From an optimization exercise on the open Yosys and OpenROAD flow, aimed at small area, a short achievable clock period and few clock cycles per item; shortcuts taken in it are not production practice. Function was checked by simulation only, so behaviour that the tests miss may differ from the original.

lagoon:
## square_root_float
module square_root_float (
    input clk, rst,
    input start,
    input [31:0] u,
    output [31:0] out,
    output done, neg_flag
);
Settings: LEC_CHECK=0, CAP_MARGIN=50, CORE_MARGIN=2, CORE_UTILIZATION=40, CTS_BUF_LIST=sky130_fd_sc_hd__clkbuf_8, SLEW_MARGIN=70; clock period 11.0 ns.
standard.sh (not shown) runs the stock make flow with config.mk's settings and CLKGATE_MAP_FILE= SYNTH_SCRIPT=/design/flow/synth_recipe.tcl, a recipe that flattens the netlist after the stock synthesis.
==> flow/flow/run.sh <==
#!/bin/bash
# Standard ORFS layout (the standard.sh, unchanged synthesis), with the
# timing repair after floorplan, CTS and global routing asked to leave a
# setup slack margin, so that it sizes and buffers the critical paths.
set -euo pipefail
bash standard.sh SETUP_SLACK_MARGIN=6.7 finish > standard.log 2>&1
Testbench counts of lagoon, summed over its fixed seeds: cycles 43,995, items 1,600.
Relative to lagoon, the following input files were edited for fjord:
# lagoon
export LEC_CHECK = 0
export CAP_MARGIN = 50
export CORE_MARGIN = 2
export CORE_UTILIZATION = 40
export CTS_BUF_LIST = sky130_fd_sc_hd__clkbuf_8
export SLEW_MARGIN = 70
create_clock -name core_clock -period 11.0 [get_ports {clk}]
# fjord
export LEC_CHECK = 0
export ABC_AREA = 1
export CAP_MARGIN = 50
export CORE_MARGIN = 2
export CORE_UTILIZATION = 40
export CTS_BUF_LIST = sky130_fd_sc_hd__clkbuf_8
export SLEW_MARGIN = 50
create_clock -name core_clock -period 11.0 [get_ports {clk}]
Findings:
- The post-synthesis cell area of fjord exceeds that of lagoon by 4.2%.
- For fjord, the cell type of the slowest stage on the worst timing path was sky130_fd_sc_hd__dfrtp_1, unlike lagoon, where it was sky130_fd_sc_hd__fa_1.
- From lagoon to fjord the numbers moved as follows: maximum frequency rose 2.4%, first-pass GRT wire length grew by about 15%, worst hold path cell count fell 1, setup slack shows an increase of 0.096 ns.
- Final standard cell area without fillers: higher on fjord
- Going from lagoon to fjord, number of fillers in the final layout grew by a little under 10%.
- Of fjord and lagoon, the higher fraction of area in registers belongs to lagoon.
- The run showing the smaller post-route fraction of the period consumed by the critical path is fjord.
- Detailed-route wire length on fjord is behind lagoon.

---

square_root_float, a different RTL version from the one above (not shown whole).
Size: about 1100 cells after synthesis, ~81 flip-flops, roughly 69 I/O pins, roughly 8900 µm² of cells after synthesis.
Settings: LEC_CHECK=0, ABC_CLOCK_PERIOD_IN_PS=3000, CAP_MARGIN=20, CORE_MARGIN=2, CORE_UTILIZATION=40, SLEW_MARGIN=20; clock period 11.0 ns.
run.sh (not shown) runs the stock make flow with config.mk's settings and CLKGATE_MAP_FILE= SYNTH_SCRIPT=/design/flow/synth_recipe.tcl, a recipe that flattens the netlist after the stock synthesis.
Stock flow here: none of the scripts above is used.
Testbench counts at the start, summed over its fixed seeds: cycles 44,800, items 1,600.
Then changed:
- ABC_CLOCK_PERIOD_IN_PS: 3000 -> unset
- CAP_MARGIN: 20 -> 80
- SLEW_MARGIN: 20 -> 90
The changed run stopped in 3_5_place_dp, error DPL-0038. Synthesized area does not change. Synthesized cell count stays the same.
Then changed:
- CAP_MARGIN: 80 -> 50
- SLEW_MARGIN: 90 -> 70
Effect: Now the flow went through all stages and came out clean; area after synthesis stays the same; synthesized cell count is unchanged.
Then changed:
==> flow/flow/run.sh (new file) <==
#!/bin/bash
# Standard ORFS layout (the standard.sh, unchanged synthesis), with the
# timing repair after floorplan, CTS and global routing asked to leave a
# setup slack margin, so that it sizes and buffers the critical paths.
set -euo pipefail
bash standard.sh SETUP_SLACK_MARGIN=6.3 finish > standard.log 2>&1
==> flow/standard.sh (new file) <==
#!/bin/bash
# synth_recipe.tcl (not shown) runs the flow's synth.tcl, then flattens the netlist and writes it again
# the make line also repeats each setting of config.mk as NAME=value (left out here)
make -C /OpenROAD-flow-scripts/flow DESIGN_CONFIG=/design/flow/config.mk WORK_HOME=/design/flow/orfs CLKGATE_MAP_FILE= SYNTH_SCRIPT=/design/flow/synth_recipe.tcl "${@:-finish}"
removed: flow/run.sh
After rerunning:
- register-to-register slack gains 250 ps
- die area is unchanged
- first-iteration DRC count came out higher by about 4%
- clock-buffer cell count stays the same
- setup slack gains 240 ps
Then changed:
==> flow/run.sh (new file) <==
#!/bin/bash
# synth_recipe.tcl (not shown) runs the flow's synth.tcl, then flattens the netlist and writes it again
# the make line also repeats each setting of config.mk as NAME=value (left out here)
make -C /OpenROAD-flow-scripts/flow DESIGN_CONFIG=/design/flow/config.mk WORK_HOME=/design/flow/orfs CLKGATE_MAP_FILE= SYNTH_SCRIPT=/design/flow/synth_recipe.tcl finish
- SLEW_MARGIN: 70 -> 80
removed: flow/flow/run.sh
removed: flow/standard.sh
- The changed run ran to the end with no violations
- synthesized cell count stays the same
- setup slack gets worse by 1300 ps

## what the ideal ports hide
Ports are ideal in the flow. The routed layouts listed here were re-timed in OpenROAD.
Step 1, drivers: a clkbuf_16 drives clk and a buf_2 each remaining input, both assumed.
Step 2, shift: input delay + t, output delay - t, t = (earliest + latest rising clock arrival at the registers) / 2. This alone moves slack from input paths to output paths.
a / b / c = no drivers / after step 1 / after step 2; a / b = the first two.
run	shift t [ns]	setup WS [ns]	cell pins on the clock port's net
lagoon	0.413	6.835 / 6.835 / 6.525	1
fjord	0.415	6.932 / 6.892 / 6.545	1
the first run of note 2	0.387	5.907 / 5.881 / 5.907	1
the third run of note 2	0.388	6.267 / 6.267 / 6.267	1
the fourth run of note 2	0.385	6.511 / 6.469 / 6.517	1
the fifth run of note 2	0.392	5.215 / 5.215 / 5.215	1
After both steps setup and hold are still met in every run listed. The setup slack of fjord, which loses most, moves by -0.040 ns with the drivers and by -0.387 ns with both steps.
